This design comes from an exercise in tuning for small area on the open sky130 flow, not from production work.
The RTL was checked by simulation tests, not by an equivalence proof against the original design.

Design EF_PSRAM_CTRL_AHBL, start of the top module:
module EF_PSRAM_CTRL_AHBL #(parameter REGISTER_HWDATA = 1)
(
    input   wire            HCLK,
    input   wire            HRESETn,
    input   wire            HSEL,
    input   wire [31:0]     HADDR,
    input   wire [31:0]     HWDATA,
    input   wire [1:0]      HTRANS,
    input   wire [2:0]      HSIZE,
    input   wire            HWRITE,
    input   wire            HREADY,
    output  reg             HREADYOUT,
    output  reg [31:0]      HRDATA,
    output  wire            sck,
    output  wire            ce_n,
    input   wire [3:0]      din,
    output  wire [3:0]      dout,
    output  wire [3:0]      douten
);
Size in the first run: ~850 cells after synthesis, ~110 flip-flops, ~120 I/O pins, about 6400 um^2 of cells after synthesis.
clock: 10.0 ns
lec_check: 0
abc_area: 1
cap_margin: 20
core_margin: 2
core_utilization: 40
slew_margin: 20
standard.sh (not shown) runs the stock make flow with config.mk's settings and CLKGATE_MAP_FILE= SYNTH_SCRIPT=/design/flow/synth_recipe.tcl, a recipe that flattens the netlist after the stock synthesis.
==> flow/flow/run.sh <==
#!/bin/bash
# Standard ORFS layout, with small port buffers and a CTS without dummy loads.
set -euo pipefail
export BUFFER_PORTS_ARGS="-buffer_cell sky130_fd_sc_hd__buf_1"
export CTS_ARGS="-sink_clustering_enable -repair_clock_nets -dont_use_dummy_load -buf_list sky130_fd_sc_hd__clkbuf_8"
bash standard.sh > standard_flow.log 2>&1
==> next run, changes <==
--- a/flow/design.v
+++ b/flow/design.v
@@ -23,68 +23,74 @@
     output  wire [3:0]      douten
 );
     reg  [6:0]  c;
     reg         d0;              
     wire        spi     = ~(qpi | qspi);
     wire        word    = size[1];
     wire        half    = size[0];
     wire [6:0]  dlen    = spi ? (word ? 7'd32 : half ? 7'd16 : 7'd8)
                               : (word ? 7'd8  : half ? 7'd4  : 7'd2);
     wire [6:0]  dend    = (spi ? 7'd56 : 7'd38) + dlen;
-    wire [6:0]  nfinal  = short_cmd ? (qpi ? 7'd38 : 7'd32)
-                                    : dend + (rd_wr ? {3'd0, wait_states} : 7'd0);
-    assign done = (c == nfinal);
-    wire        in_data = spi ? (c >= 7'd56) : (c >= 7'd38);
-    wire        past    = (c >= dend);
-    wire        bitmode = spi | (qspi & ~qpi & ~c[5]);
+    wire [3:0]  ws      = rd_wr ? wait_states : 4'd0;
+    reg         pf;
+    wire        at_end  = ~short_cmd & ~pf & (c == dend);
+    assign done = short_cmd ? (c == (qpi ? 7'd38 : 7'd32))
+                            : (pf ? (c[3:0] == 4'hF) : (at_end & (ws == 4'd0)));
+    wire        in_data = pf | (spi ? (c >= 7'd56) : (c >= 7'd38));
+    wire        past    = pf | at_end;
+    wire        bitmode = spi | (qspi & ~qpi & ~c[5] & ~pf);
     always @(posedge clk)
         if (ce_n | done)
             c <= {2'b00, 2'b11, qpi, qpi, 1'b0};
+        else if (at_end)
+            c <= {3'b000, ~ws};
         else
             c <= c + {6'd0, sck};
+    always @(posedge clk)
+        pf <= ~ce_n & ~done & (pf | at_end);
     always @(posedge clk or negedge rst_n)
         if (!rst_n)
             sck <= 1'b0;
         else
             sck <= ~(ce_n | done | sck);
     always @(posedge clk or negedge rst_n)
         if (!rst_n)
             ce_n <= 1'b1;
         else
             ce_n <= ~busy | done;
-    wire [7:0]  lane_byte = (addr[1:0] == 2'd0) ? wdata[7:0]   :
-                            (addr[1:0] == 2'd1) ? wdata[15:8]  :
-                            (addr[1:0] == 2'd2) ? wdata[23:16] :
-                                                  wdata[31:24];
     always @(posedge clk)
         if (load) begin
-            sr  <= {lane_byte, (addr[1] ? wdata[31:24] : wdata[15:8]), wdata[23:16], wdata[31:24]};
+            sr  <= {wdata[7:0], wdata[15:8], wdata[23:16], wdata[31:24]};
             d0  <= spi & word & wdata[0];
         end
         else if (sck & in_data)
             sr  <= spi ? {sr[30:0], din[1]} : {sr[27:0], din};
+    wire [3:0]  sr_head = (addr[1:0] == 2'd0) ? sr[31:28] :
+                          (addr[1:0] == 2'd1) ? sr[23:20] :
+                          (addr[1:0] == 2'd2) ? sr[15:12] :
+                                                sr[7:4];
     wire [2:0]  q = bitmode ? c[4:2] : c[2:0];
     reg  [3:0]  nib;
     always @*
         case (q)
             3'd6:   nib = cmd[7:4];
             3'd7:   nib = cmd[3:0];
             3'd0:   nib = {1'b0, addr[22:20]};
             3'd1:   nib = addr[19:16];
             3'd2:   nib = addr[15:12];
             3'd3:   nib = addr[11:8];
             3'd4:   nib = addr[7:4];
             default:nib = addr[3:0];
         endcase
     wire        head_bit = nib[~c[1:0]];
-    assign dout[3:1] = in_data ? (past ? 3'b000 : sr[31:29]) : nib[3:1];
-    assign dout[0]   = in_data ? (past ? d0 : (spi ? sr[31] : sr[28]))
+    assign dout[3:1] = in_data ? (past ? 3'b000 : sr_head[3:1]) : nib[3:1];
+    assign dout[0]   = in_data ? (past ? d0 : (spi ? sr_head[3] : sr_head[0]))
                                : (bitmode ? head_bit : nib[0]);
     wire        oe_off  = in_data & rd_wr;
     assign douten[0]    = bitmode | ~oe_off;
     assign douten[3:1]  = {3{~bitmode & ~oe_off}};
 endmodule
 `timescale              1ns/1ps
 `default_nettype        none
 module EF_PSRAM_CTRL_AHBL #(parameter REGISTER_HWDATA = 1)
 (
     input   wire            HCLK,
@@ -185,23 +191,23 @@
         .sck(sck),
         .ce_n(ce_n),
         .din(din),
         .dout(dout),
         .douten(douten)
     );
     wire        is_word = last_HSIZE[1];
     wire        is_half = last_HSIZE[0];
     wire        is_byte = ~is_word & ~is_half;
     wire [1:0]  lane    = last_HADDR[1:0];
+    wire b0 = is_byte & (lane == 2'd0);
+    wire b1 = is_byte & (lane == 2'd1);
+    wire b2 = is_byte & (lane == 2'd2);
+    wire b3 = is_byte & (lane == 2'd3);
+    wire h0 = ~is_word & is_half & ~lane[1];
+    wire h2 = ~is_word & is_half & lane[1];
     always @* begin
-        HRDATA[7:0]   = is_word ? sr[31:24] :
-                        (is_half & ~lane[1]) ? sr[15:8] :
-                        (is_byte & (lane == 2'd0)) ? sr[7:0] : 8'd0;
-        HRDATA[15:8]  = is_word ? sr[23:16] :
-                        (is_half & ~lane[1]) ? sr[7:0] :
-                        (is_byte & (lane == 2'd1)) ? sr[7:0] : 8'd0;
-        HRDATA[23:16] = is_word ? sr[15:8] :
-                        (is_half & lane[1]) ? sr[15:8] :
-                        (is_byte & (lane == 2'd2)) ? sr[7:0] : 8'd0;
-        HRDATA[31:24] = (is_word | (is_half & lane[1]) | (is_byte & (lane == 2'd3))) ? sr[7:0] : 8'd0;
+        HRDATA[7:0]   = ({8{is_word}} & sr[31:24]) | ({8{h0}} & sr[15:8]) | ({8{b0}} & sr[7:0]);
+        HRDATA[15:8]  = ({8{is_word}} & sr[23:16]) | ({8{h0 | b1}} & sr[7:0]);
+        HRDATA[23:16] = ({8{is_word | h2}} & sr[15:8]) | ({8{b2}} & sr[7:0]);
+        HRDATA[31:24] = {8{is_word | h2 | b3}} & sr[7:0];
     end
 endmodule
=> First-iteration DRC count fell by 46%; count of clock-buffer cells in the layout stays the same; utilization rose by 0.83 points; routed wire length fell by 11%; via count fell by 7.6%; setup slack gets better by 0.12 ns; global-route usage fell by 1.3 points; flip-flop and latch count rose by 1; synthesized cell count fell by 9.3%; synthesized area fell by 6.0%.

---

## east
The RTL this note starts from:
==> flow/design.v <==
`timescale              1ns/1ps
`default_nettype        none
module EF_PSRAM_CTRL (
    input   wire            clk,
    input   wire            rst_n,
    input   wire            load,        
    input   wire            busy,        
    input   wire [31:0]     wdata,
    input   wire [22:0]     addr,
    input   wire [1:0]      size,        
    input   wire            rd_wr,
    input   wire            qspi,
    input   wire            qpi,
    input   wire            short_cmd,
    input   wire [3:0]      wait_states,
    input   wire [7:0]      cmd,
    output  wire            done,
    output  reg  [31:0]     sr,
    output  reg             sck,
    output  reg             ce_n,
    input   wire [3:0]      din,
    output  wire [3:0]      dout,
    output  wire [3:0]      douten
);
    reg  [6:0]  c;
    reg         d0;              
    wire        spi     = ~(qpi | qspi);
    wire        word    = size[1];
    wire        half    = size[0];
    wire [6:0]  dlen    = spi ? (word ? 7'd32 : half ? 7'd16 : 7'd8)
                              : (word ? 7'd8  : half ? 7'd4  : 7'd2);
    wire [6:0]  dend    = (spi ? 7'd56 : 7'd38) + dlen;
    wire [3:0]  ws      = rd_wr ? wait_states : 4'd0;
    reg         pf;
    wire        at_end  = ~short_cmd & ~pf & (c == dend);
    assign done = short_cmd ? (c == (qpi ? 7'd38 : 7'd32))
                            : (pf ? (c[3:0] == 4'hF) : (at_end & (ws == 4'd0)));
    wire        in_data = pf | (spi ? (c >= 7'd56) : (c >= 7'd38));
    wire        past    = pf | at_end;
    wire        bitmode = spi | (qspi & ~qpi & ~c[5] & ~pf);
    always @(posedge clk)
        if (ce_n | done)
            c <= {2'b00, 2'b11, qpi, qpi, 1'b0};
        else if (at_end)
            c <= {3'b000, ~ws};
        else
            c <= c + {6'd0, sck};
    always @(posedge clk)
        pf <= ~ce_n & ~done & (pf | at_end);
    always @(posedge clk or negedge rst_n)
        if (!rst_n)
            sck <= 1'b0;
        else
            sck <= ~(ce_n | done | sck);
    always @(posedge clk or negedge rst_n)
        if (!rst_n)
            ce_n <= 1'b1;
        else
            ce_n <= ~busy | done;
    always @(posedge clk)
        if (load) begin
            sr  <= {wdata[7:0], wdata[15:8], wdata[23:16], wdata[31:24]};
            d0  <= spi & word & wdata[0];
        end
        else if (sck & in_data)
            sr  <= spi ? {sr[30:0], din[1]} : {sr[27:0], din};
    wire [3:0]  sr_head = (addr[1:0] == 2'd0) ? sr[31:28] :
                          (addr[1:0] == 2'd1) ? sr[23:20] :
                          (addr[1:0] == 2'd2) ? sr[15:12] :
                                                sr[7:4];
    wire [2:0]  q = bitmode ? c[4:2] : c[2:0];
    reg  [3:0]  nib;
    always @*
        case (q)
            3'd6:   nib = cmd[7:4];
            3'd7:   nib = cmd[3:0];
            3'd0:   nib = {1'b0, addr[22:20]};
            3'd1:   nib = addr[19:16];
            3'd2:   nib = addr[15:12];
            3'd3:   nib = addr[11:8];
            3'd4:   nib = addr[7:4];
            default:nib = addr[3:0];
        endcase
    wire        head_bit = nib[~c[1:0]];
    assign dout[3:1] = in_data ? (past ? 3'b000 : sr_head[3:1]) : nib[3:1];
    assign dout[0]   = in_data ? (past ? d0 : (spi ? sr_head[3] : sr_head[0]))
                               : (bitmode ? head_bit : nib[0]);
    wire        oe_off  = in_data & rd_wr;
    assign douten[0]    = bitmode | ~oe_off;
    assign douten[3:1]  = {3{~bitmode & ~oe_off}};
endmodule
`timescale              1ns/1ps
`default_nettype        none
module EF_PSRAM_CTRL_AHBL #(parameter REGISTER_HWDATA = 1)
(
    input   wire            HCLK,
    input   wire            HRESETn,
    input   wire            HSEL,
    input   wire [31:0]     HADDR,
    input   wire [31:0]     HWDATA,
    input   wire [1:0]      HTRANS,
    input   wire [2:0]      HSIZE,
    input   wire            HWRITE,
    input   wire            HREADY,
    output  reg             HREADYOUT,
    output  reg [31:0]      HRDATA,
    output  wire            sck,
    output  wire            ce_n,
    input   wire [3:0]      din,
    output  wire [3:0]      dout,
    output  wire [3:0]      douten
);
    reg [22:0]  last_HADDR;
    reg         last_cfg;            
    reg         last_HWRITE;
    reg [1:0]   last_HSIZE;          
    reg         last_ahb_addr_phase;
    wire        ahb_addr_phase  = HTRANS[1] & HSEL & HREADY;
    always @(posedge HCLK)
        if (HREADY) begin
            last_HADDR  <= HADDR[22:0];
            last_cfg    <= HADDR[23];
            last_HWRITE <= HWRITE;
            last_HSIZE  <= HSIZE[1:0];
        end
    always @(posedge HCLK or negedge HRESETn)
        if (!HRESETn)
            last_ahb_addr_phase <= 1'b0;
        else
            last_ahb_addr_phase <= ahb_addr_phase;
    reg [7:0]   RD_CMD_REG;
    reg [7:0]   WR_CMD_REG;
    reg [7:0]   EQPI_CMD_REG;
    reg [7:0]   XQPI_CMD_REG;
    reg [3:0]   WAIT_STATES_REG;
    reg [1:0]   MODE_REG;
    reg         ENTER_QPI_REG;
    reg         EXIT_QPI_REG;
    wire        cfg_we = last_ahb_addr_phase & last_cfg & last_HWRITE;
    always @(posedge HCLK)
        if (!HRESETn) begin
            RD_CMD_REG      <= 8'h03;
            WR_CMD_REG      <= 8'h02;
            EQPI_CMD_REG    <= 8'h35;
            XQPI_CMD_REG    <= 8'hF5;
            WAIT_STATES_REG <= 4'd0;
            MODE_REG        <= 2'd0;
            ENTER_QPI_REG   <= 1'b0;
            EXIT_QPI_REG    <= 1'b0;
        end
        else if (cfg_we) begin
            if (last_HADDR[8])  RD_CMD_REG      <= HWDATA[7:0];
            if (last_HADDR[9])  WR_CMD_REG      <= HWDATA[7:0];
            if (last_HADDR[10]) EQPI_CMD_REG    <= HWDATA[7:0];
            if (last_HADDR[11]) XQPI_CMD_REG    <= HWDATA[7:0];
            if (last_HADDR[12]) WAIT_STATES_REG <= HWDATA[3:0];
            if (last_HADDR[13]) MODE_REG        <= HWDATA[1:0];
            if (last_HADDR[14]) ENTER_QPI_REG   <= HWDATA[0];
            if (last_HADDR[15]) EXIT_QPI_REG    <= HWDATA[0];
        end
    wire        done;
    wire        busy = ~HREADYOUT & ~last_ahb_addr_phase & ~last_cfg;
    always @(posedge HCLK or negedge HRESETn)
        if (!HRESETn)
            HREADYOUT <= 1'b1;
        else
            HREADYOUT <= ~ahb_addr_phase & ~last_ahb_addr_phase & (HREADYOUT | last_cfg | done);
    wire        rd_wr   = ~last_HWRITE;
    wire        short_cmd = ENTER_QPI_REG | EXIT_QPI_REG;
    wire [7:0]  cmd     = ENTER_QPI_REG ? EQPI_CMD_REG :
                          EXIT_QPI_REG  ? XQPI_CMD_REG :
                          rd_wr         ? RD_CMD_REG   :
                                          WR_CMD_REG;
    wire [31:0] sr;
    EF_PSRAM_CTRL MCTRL (
        .clk(HCLK),
        .rst_n(HRESETn),
        .load(last_ahb_addr_phase),
        .busy(busy),
        .wdata(HWDATA),
        .addr(last_HADDR),
        .size(last_HSIZE),
        .rd_wr(rd_wr),
        .qspi(MODE_REG[0]),
        .qpi(MODE_REG[1]),
        .short_cmd(short_cmd),
        .wait_states(WAIT_STATES_REG),
        .cmd(cmd),
        .done(done),
        .sr(sr),
        .sck(sck),
        .ce_n(ce_n),
        .din(din),
        .dout(dout),
        .douten(douten)
    );
    wire        is_word = last_HSIZE[1];
    wire        is_half = last_HSIZE[0];
    wire        is_byte = ~is_word & ~is_half;
    wire [1:0]  lane    = last_HADDR[1:0];
    wire b0 = is_byte & (lane == 2'd0);
    wire b1 = is_byte & (lane == 2'd1);
    wire b2 = is_byte & (lane == 2'd2);
    wire b3 = is_byte & (lane == 2'd3);
    wire h0 = ~is_word & is_half & ~lane[1];
    wire h2 = ~is_word & is_half & lane[1];
    always @* begin
        HRDATA[7:0]   = ({8{is_word}} & sr[31:24]) | ({8{h0}} & sr[15:8]) | ({8{b0}} & sr[7:0]);
        HRDATA[15:8]  = ({8{is_word}} & sr[23:16]) | ({8{h0 | b1}} & sr[7:0]);
        HRDATA[23:16] = ({8{is_word | h2}} & sr[15:8]) | ({8{b2}} & sr[7:0]);
        HRDATA[31:24] = {8{is_word | h2 | b3}} & sr[7:0];
    end
endmodule
Settings: LEC_CHECK=0, ABC_AREA=1, CAP_MARGIN=20, CORE_MARGIN=2, CORE_UTILIZATION=40, SLEW_MARGIN=20; clock period 10.0 ns.
==> flow/flow/run.sh <==
#!/bin/bash
# Layout flow: the standard synthesis, then the combinational logic is
# re-mapped by ABC for area (flip-flops untouched, proven equivalent), then
# the standard ORFS layout with buf_1 port buffers and a CTS without dummy loads.
set -euo pipefail
HERE=$(pwd)
FL=$HERE/flow
LIB=$FLOW_HOME/platforms/sky130hd/lib/sky130_fd_sc_hd__tt_025C_1v80.lib
YOSYS=$FLOW_HOME/../tools/install/yosys/bin/yosys
[ -x "$YOSYS" ] || YOSYS=yosys
RES=$HERE/orfs/results/sky130hd/EF_PSRAM_CTRL_AHBL/base

export BUFFER_PORTS_ARGS="-buffer_cell sky130_fd_sc_hd__buf_1"
export CTS_ARGS="${CTS_ARGS_OVERRIDE:--sink_clustering_enable -repair_clock_nets -dont_use_dummy_load -buf_list sky130_fd_sc_hd__clkbuf_8}"

# 1. standard synthesis
bash standard.sh synth > synth_standard.log 2>&1
cp $RES/1_2_yosys.v $HERE/synth_standard.v

# 2. re-map the combinational logic
cat > $HERE/remap.ys <<EOF
read_liberty -ignore_miss_func $LIB
read_verilog $HERE/synth_standard.v
hierarchy -top $FLOW_TOP
blackbox sky130_fd_sc_hd__df* sky130_fd_sc_hd__edf*
flatten
opt -purge
abc -script $FL/remap.abc -liberty $LIB -dont_use *probe* -dont_use *lpflow*
opt_clean -purge
hilomap -singleton -hicell sky130_fd_sc_hd__conb_1 HI -locell sky130_fd_sc_hd__conb_1 LO
insbuf -buf sky130_fd_sc_hd__buf_4 A X
splitnets
opt_clean -purge
tee -o $HERE/remap_stat.txt stat -liberty $LIB
write_verilog -noattr -nohex -nodec $HERE/synth_remap.v
EOF
$YOSYS -s $HERE/remap.ys > remap_yosys.log 2>&1

# 3. prove the re-mapped logic equal to the standard synthesis (flip-flops cut)
python3 $FL/cut_flops.py $HERE/synth_standard.v $HERE/eq_std.v
python3 $FL/cut_flops.py $HERE/synth_remap.v $HERE/eq_remap.v
cat > $HERE/equiv.ys <<EOF
read_liberty -ignore_miss_func $LIB
read_verilog $HERE/eq_std.v
rename $FLOW_TOP gold
read_verilog $HERE/eq_remap.v
rename $FLOW_TOP gate
miter -equiv -flatten -make_outputs gold gate miter
hierarchy -top miter
sat -verify -prove trigger 0 miter
EOF
$YOSYS -s $HERE/equiv.ys > equiv_yosys.log 2>&1
grep -q "SUCCESS" equiv_yosys.log

# 4. layout from the re-mapped netlist
cp $HERE/synth_remap.v $RES/1_2_yosys.v
touch $RES/1_2_yosys.v
bash standard.sh > layout_standard.log 2>&1
Other scripts of this flow, unchanged in this note and not shown: flow/flow/cut_flops.py, flow/flow/remap.abc
> inputs changed (east -> west)
--- a/flow/design.v
+++ b/flow/design.v
@@ -31,7 +31,7 @@
                               : (word ? 7'd8  : half ? 7'd4  : 7'd2);
     wire [6:0]  dend    = (spi ? 7'd56 : 7'd38) + dlen;
     wire [3:0]  ws      = rd_wr ? wait_states : 4'd0;
-    reg         pf;
+    wire        pf      = (c[6:4] == 3'd0);    
     wire        at_end  = ~short_cmd & ~pf & (c == dend);
     assign done = short_cmd ? (c == (qpi ? 7'd38 : 7'd32))
                             : (pf ? (c[3:0] == 4'hF) : (at_end & (ws == 4'd0)));
@@ -45,8 +45,6 @@
             c <= {3'b000, ~ws};
         else
             c <= c + {6'd0, sck};
-    always @(posedge clk)
-        pf <= ~ce_n & ~done & (pf | at_end);
     always @(posedge clk or negedge rst_n)
         if (!rst_n)
             sck <= 1'b0;
@@ -57,13 +55,15 @@
             ce_n <= 1'b1;
         else
             ce_n <= ~busy | done;
-    always @(posedge clk)
-        if (load) begin
-            sr  <= {wdata[7:0], wdata[15:8], wdata[23:16], wdata[31:24]};
+    wire        shift = sck & in_data;
+    wire [31:0] sr_ld = {wdata[7:0], wdata[15:8], wdata[23:16], wdata[31:24]};
+    wire [31:0] sr_sh = spi ? {sr[30:0], din[1]} : {sr[27:0], din};
+    wire        hold  = ~load & ~shift;
+    always @(posedge clk) begin
+        sr  <= ({32{hold}} & sr) | ({32{load}} & sr_ld) | ({32{~load & shift}} & sr_sh);
+        if (load)
             d0  <= spi & word & wdata[0];
-        end
-        else if (sck & in_data)
-            sr  <= spi ? {sr[30:0], din[1]} : {sr[27:0], din};
+    end
     wire [3:0]  sr_head = (addr[1:0] == 2'd0) ? sr[31:28] :
                           (addr[1:0] == 2'd1) ? sr[23:20] :
                           (addr[1:0] == 2'd2) ? sr[15:12] :
[summary]
- In the flow results for west and east, the sequential share of layout area is smaller on west.
- From east to west the numbers moved as follows: critical path depth dropped 2; area of combinational cells with multiple inputs grew by 150 um^2; final area shows a reduction of 3.9%; post-layout minimum cycle time +0.13 ns.

-- separate check: timing with driven ports --
The results above use ideal ports. As a check the final layouts listed here were re-extracted and re-timed, cells and wires unchanged. Step 1: set_driving_cell puts a clkbuf_16 on HCLK and a buf_2 on each other input, an assumption about the parent block. Step 2 times the ports against the registers' clock, not the clock port: input delays grow and output delays shrink by t, the midpoint of the rising clock arrivals with the driver on. a / b / c = ideal / step 1 / step 2; a / b = the first two.
run	t, ns	setup slack, ns	hold WS [ns]	worst setup path after step 2	clock arrival spread, ns
the first run of note 1	0.421	4.266 / 4.226 / 4.647	0.454 / 0.454 / 0.454	register to output	0.020 / 0.020
the second run of note 1	0.427	4.382 / 4.343 / 4.770	0.461 / 0.461 / 0.461	register to output	0.051 / 0.052
east	0.414	3.164 / 3.127 / 3.542	0.464 / 0.464 / 0.464	register to output	0.033 / 0.033
west	0.411	3.039 / 3.002 / 3.414	0.476 / 0.476 / 0.476	register to output	0.015 / 0.015
After both steps every run listed still meets setup and hold.
